Source: an optimization exercise on an open RTL-to-GDS flow (aim: small area). Production flows keep margins and buffers that such runs may drop.
In this exercise RTL edits were held to simulation tests only and were not proved equivalent to the original.
The clock port is modelled as an ideal driver, which makes a skipped or thinned clock tree look cheaper than it is; a real chip needs a root buffer or a tree.
Power and IR drop assume default switching activity.

## cedar
==> flow/design.v (excerpt) <==
module timer_top(
	input CLOCK_50,
	input rst,
	input [1:0] KEY,
	output [6:0] SEG,
	output [3:0] POS
);
export LEC_CHECK = 0
export ABC_AREA = 1
export CAP_MARGIN = 20
export CORE_MARGIN = 2
export CORE_UTILIZATION = 40
export SLEW_MARGIN = 20
create_clock -name core_clock -period 36.0 [get_ports {CLOCK_50}]
standard.sh (not shown) runs the stock make flow with config.mk's settings and CLKGATE_MAP_FILE= SYNTH_SCRIPT=/design/flow/synth_recipe.tcl, a recipe that flattens the netlist after the stock synthesis.
==> flow/flow/run.sh <==
#!/bin/bash
# Standard ORFS layout, with these changes:
#  - synthesis maps the logic with an area-oriented ABC script (flow/area.abc) and
#    without the adder extraction step; everything else in synthesis (and so every
#    register) is as standard.sh synth makes it
#  - ports are buffered with the smallest buffer
#  - the clock tree is a single clock buffer that drives every register (flow/cts.tcl)
set -euo pipefail
W=$PWD
rm -rf "$W/myscripts"
cp -r "$FLOW_HOME/scripts" "$W/myscripts"
cp "$W/flow/area.abc" "$W/myscripts/abc_area.script"
cp "$W/flow/cts.tcl" "$W/myscripts/cts.tcl"
bash "$W/standard.sh" "SCRIPTS_DIR=$W/myscripts" "ADDER_MAP_FILE=" synth > "$W/synth.log" 2>&1
bash "$W/standard.sh" "SCRIPTS_DIR=$W/myscripts" "BUFFER_PORTS_ARGS=-buffer_cell sky130_fd_sc_hd__buf_1" \
  "CLOCK_BUFFER_CELL=sky130_fd_sc_hd__buf_4" "CLOCK_BUFFER_COUNT=3" finish > "$W/layout.log" 2>&1
==> flow/flow/cts.tcl <==
utl::set_metrics_stage "cts__{}"
source $::env(SCRIPTS_DIR)/load.tcl
source $::env(SCRIPTS_DIR)/lec_check.tcl
erase_non_stage_variables cts
load_design 3_place.odb 3_place.sdc
source_step_tcl PRE CTS

# Clone clock tree inverters next to register loads
# so cts does not try to buffer the inverted clocks.
repair_clock_inverters

proc save_progress { stage } {
  puts "Run 'make gui_$stage.odb' to load progress snapshot"
  orfs_write_db $::env(RESULTS_DIR)/$stage.odb
  orfs_write_sdc $::env(RESULTS_DIR)/$stage.sdc
}

# Run CTS
set cts_args [list \
  -sink_clustering_enable \
  -repair_clock_nets]

append_env_var cts_args CTS_BUF_DISTANCE -distance_between_buffers 1
append_env_var cts_args CTS_CLUSTER_SIZE -sink_clustering_size 1
append_env_var cts_args CTS_CLUSTER_DIAMETER -sink_clustering_max_diameter 1
append_env_var cts_args CTS_BUF_LIST -buf_list 1
append_env_var cts_args CTS_LIB_NAME -library 1


if { [env_var_exists_and_non_empty CTS_ARGS] } {
  set cts_args $::env(CTS_ARGS)
}

set_dont_use $::env(DONT_USE_CELLS)

# The clock tree: CLOCK_BUFFER_COUNT clock buffers, each placed at the centre
# of its share of the registers (split by position), drive every register's
# clock pin (in place of clock_tree_synthesis).
set block [ord::get_db_block]
set dbu [$block getDbUnitsPerMicron]
set clk_src [get_full_name [lindex [get_property [lindex [all_clocks] 0] sources] 0]]
set clk_net_name [[[$block findBTerm $clk_src] getNet] getName]
set sinks {}
foreach inst [$block getInsts] {
  if {[[$inst getMaster] isSequential]} {
    set bb [$inst getBBox]
    lappend sinks [list [expr {([$bb xMin] + [$bb xMax]) / 2.0}] [expr {([$bb yMin] + [$bb yMax]) / 2.0}] [$inst getName]]
  }
}
set nbuf $::env(CLOCK_BUFFER_COUNT)
# start from strips of equal size across x, then refine by k-means
set sinks [lsort -real -index 0 $sinks]
set per [expr {int(ceil(double([llength $sinks]) / $nbuf))}]
set assign {}
set i 0
foreach s $sinks { lappend assign [expr {min($nbuf - 1, $i / $per)}]; incr i }
for {set it 0} {$it < 20} {incr it} {
  set cxs {}
  set cys {}
  for {set g 0} {$g < $nbuf} {incr g} {
    set sx 0.0
    set sy 0.0
    set n 0
    foreach s $sinks a $assign {
      if {$a == $g} {
        set sx [expr {$sx + [lindex $s 0]}]
        set sy [expr {$sy + [lindex $s 1]}]
        incr n
      }
    }
    if {$n == 0} { set n 1 }
    lappend cxs [expr {$sx / $n}]
    lappend cys [expr {$sy / $n}]
  }
  set assign {}
  foreach s $sinks {
    set best 0
    set bd 1e30
    for {set g 0} {$g < $nbuf} {incr g} {
      set d [expr {abs([lindex $s 0] - [lindex $cxs $g]) + abs([lindex $s 1] - [lindex $cys $g])}]
      if {$d < $bd} { set bd $d; set best $g }
    }
    lappend assign $best
  }
}
for {set g 0} {$g < $nbuf} {incr g} {
  set pins {}
  foreach s $sinks a $assign {
    if {$a != $g} continue
    foreach p [get_pins -of_objects [get_cells [lindex $s 2]]] {
      if {[get_property $p is_clock]} { lappend pins $p }
    }
  }
  if {[llength $pins] == 0} continue
  puts "clock buffer $g drives [llength $pins] registers"
  set cx [expr {[lindex $cxs $g] / $dbu}]
  set cy [expr {[lindex $cys $g] / $dbu}]
  log_cmd insert_buffer -buffer_cell $::env(CLOCK_BUFFER_CELL) -net $clk_net_name \\
    -load_pins $pins -location [list $cx $cy] -buffer_name clkbuf_$g -net_name clknet_$g
}
set_propagated_clock [all_clocks]

utl::push_metrics_stage "cts__{}__pre_repair_timing"
log_cmd estimate_parasitics -placement
if { $::env(DETAILED_METRICS) } {
  report_metrics 4 "cts pre-repair-timing"
}
utl::pop_metrics_stage

set_placement_padding -global \
  -left $::env(CELL_PAD_IN_SITES_DETAIL_PLACEMENT) \
  -right $::env(CELL_PAD_IN_SITES_DETAIL_PLACEMENT)

set result [catch { detailed_placement } msg]
if { $result != 0 } {
  save_progress 4_1_error
  error "Detailed placement failed in CTS: $msg"
}

log_cmd estimate_parasitics -placement

if { $::env(CTS_SNAPSHOTS) } {
  save_progress 4_1_pre_repair_hold_setup
}

if { !$::env(SKIP_CTS_REPAIR_TIMING) } {
  if { $::env(EQUIVALENCE_CHECK) } {
    write_eqy_verilog 4_before_rsz.v
  }
  if { $::env(LEC_CHECK) } {
    write_lec_verilog 4_before_rsz_lec.v
  }

  repair_timing_helper

  if { $::env(EQUIVALENCE_CHECK) } {
    run_equivalence_test
  }
  if { $::env(LEC_CHECK) } {
    write_lec_verilog 4_after_rsz_lec.v
    run_lec_test 4_rsz 4_before_rsz_lec.v 4_after_rsz_lec.v
  }

  set result [catch { detailed_placement } msg]
  if { $result != 0 } {
    save_progress 4_1_error
    error "Detailed placement failed in CTS: $msg"
  }

  check_placement -verbose
}

report_metrics 4 "cts final"

source_step_tcl POST CTS

orfs_write_db $::env(RESULTS_DIR)/4_1_cts.odb
orfs_write_sdc $::env(RESULTS_DIR)/4_cts.sdc
Other scripts of this flow, unchanged in this note and not shown: flow/flow/area.abc
cedar did not run to completion, as it errored out during clock tree synthesis.
For fjord, these inputs were changed with respect to cedar:
--- a/flow/flow/run.sh
+++ b/flow/flow/run.sh
@@ -16 +16 @@
-  "CLOCK_BUFFER_CELL=sky130_fd_sc_hd__buf_4" "CLOCK_BUFFER_COUNT=3" finish > "$W/layout.log" 2>&1
+  "CLOCK_BUFFER_CELL=sky130_fd_sc_hd__clkbuf_8" "CLOCK_BUFFER_COUNT=2" finish > "$W/layout.log" 2>&1
--- a/flow/flow/cts.tcl
+++ b/flow/flow/cts.tcl
@@ -98 +98 @@
-  log_cmd insert_buffer -buffer_cell $::env(CLOCK_BUFFER_CELL) -net $clk_net_name \\
+  log_cmd insert_buffer -buffer_cell $::env(CLOCK_BUFFER_CELL) -net $clk_net_name \
[summary]
Comparing fjord against cedar, there is no change at all in average size of a mapped cell.
In summary, fjord completed successfully, with a layout that passed the timing, DRC and antenna checks.
Reported for fjord and cedar, placed cell area turned out identical to the last digit.
Re synthesized-area fraction occupied by ao, oa, aoi and oai cells: no difference whatsoever between cedar and fjord.
Reported for fjord and cedar, number of primary I/O pins turned out identical to the last digit.
~same number of cells produced by synthesis in fjord and cedar
fjord -> cedar: vertical die dimension delta 0, exact match
cedar and fjord ended up with roughly the same floorplan die width.
## Diff of input files: raven against fjord
Settings: a deleted CORE_UTILIZATION that had been 40; an added DIE_AREA of 0 0 61.64 62.56; a deleted CORE_MARGIN that had been 2; an added CORE_AREA of 2.3 2.72 59.34 59.84.
--- a/flow/flow/cts.tcl
+++ b/flow/flow/cts.tcl
@@ -51 +50,0 @@
-# start from strips of equal size across x, then refine by k-means
@@ -54,32 +52,0 @@
-set assign {}
-set i 0
-foreach s $sinks { lappend assign [expr {min($nbuf - 1, $i / $per)}]; incr i }
-for {set it 0} {$it < 20} {incr it} {
-  set cxs {}
-  set cys {}
-  for {set g 0} {$g < $nbuf} {incr g} {
-    set sx 0.0
-    set sy 0.0
-    set n 0
-    foreach s $sinks a $assign {
-      if {$a == $g} {
-        set sx [expr {$sx + [lindex $s 0]}]
-        set sy [expr {$sy + [lindex $s 1]}]
-        incr n
-      }
-    }
-    if {$n == 0} { set n 1 }
-    lappend cxs [expr {$sx / $n}]
-    lappend cys [expr {$sy / $n}]
-  }
-  set assign {}
-  foreach s $sinks {
-    set best 0
-    set bd 1e30
-    for {set g 0} {$g < $nbuf} {incr g} {
-      set d [expr {abs([lindex $s 0] - [lindex $cxs $g]) + abs([lindex $s 1] - [lindex $cys $g])}]
-      if {$d < $bd} { set bd $d; set best $g }
-    }
-    lappend assign $best
-  }
-}
@@ -86,0 +54,4 @@
+  set group [lrange $sinks [expr {$g * $per}] [expr {($g + 1) * $per - 1}]]
+  if {[llength $group] == 0} continue
+  set sx 0.0
+  set sy 0.0
@@ -88,2 +59,3 @@
-  foreach s $sinks a $assign {
-    if {$a != $g} continue
+  foreach s $group {
+    set sx [expr {$sx + [lindex $s 0]}]
+    set sy [expr {$sy + [lindex $s 1]}]
@@ -94,4 +66,2 @@
-  if {[llength $pins] == 0} continue
-  puts "clock buffer $g drives [llength $pins] registers"
-  set cx [expr {[lindex $cxs $g] / $dbu}]
-  set cy [expr {[lindex $cys $g] / $dbu}]
+  set cx [expr {$sx / [llength $group] / $dbu}]
+  set cy [expr {$sy / [llength $group] / $dbu}]
==> comparison <==
raven | stages: all done | timing, DRC, antenna: all pass. raven: final-layout fill cell count 25 below fjord. Cell area power density essentially unchanged between raven and fjord. Cell area after technology mapping: raven vs fjord identical. Cmp raven vs fjord: met1 track demand over resource higher in raven. Between fjord and raven, the met2 routing resource usage after global routing is higher for fjord. | clock skew | fjord vs raven | ≈ equal |. Synthesis-to-finish area growth sits lower in raven than in fjord. fjord has a lower overall fraction of global-route tracks in use than raven. fjord and raven ended up with nearly the same summed area of non-filler cells in the final layout.
> inputs changed (raven -> lagoon)
Settings: clearing DIE_AREA, which used to be 0 0 61.64 62.56; clearing CORE_AREA, which used to be 2.3 2.72 59.34 59.84; putting CORE_MARGIN at 2 where nothing was set; putting CORE_UTILIZATION at 40 where nothing was set.
==> results.txt <==
Looking only at cell count, and setting everything else aside, the lower value of raven and lagoon goes to raven. Compared with raven, lagoon shows via count lower by 8. Worst-case setup slack after placement, raven and lagoon: lower on raven.
In fjord, raven and lagoon the design's own scripts or RTL, not TritonCTS, make the clock network.

## re-timing with driven ports
The flow's constraints put no driver on any port. The routed layouts listed below were extracted and timed again, unchanged, in two steps.
Step 1 sets driving cells, clkbuf_16 on the clock port and buf_2 on the other inputs (assumed; they add their load-dependent delay and slew).
Step 2 times the ports against the registers' clock, not the clock port: input delays grow and output delays shrink by t, the midpoint of the rising clock arrivals with the driver on.
a / b / c = no drivers / after step 1 / after step 2; a / b = the first two.
run	shift t [ns]	setup slack, ns	worst hold slack (ns)	worst setup path after step 2	clock arrival spread, ns
fjord	0.201	27.325 / 27.290 / 27.411	0.430 / 0.430 / 0.430	input to register	0.007 / 0.007
raven	0.199	27.447 / 27.413 / 27.345	0.422 / 0.422 / 0.422	input to register	0.008 / 0.008
lagoon	0.201	27.325 / 27.290 / 27.411	0.430 / 0.430 / 0.430	input to register	0.007 / 0.007
After both steps every run listed still meets setup and hold. For raven, which loses most, drivers alone change the setup slack by -0.034 ns; drivers and shift together by -0.102 ns.
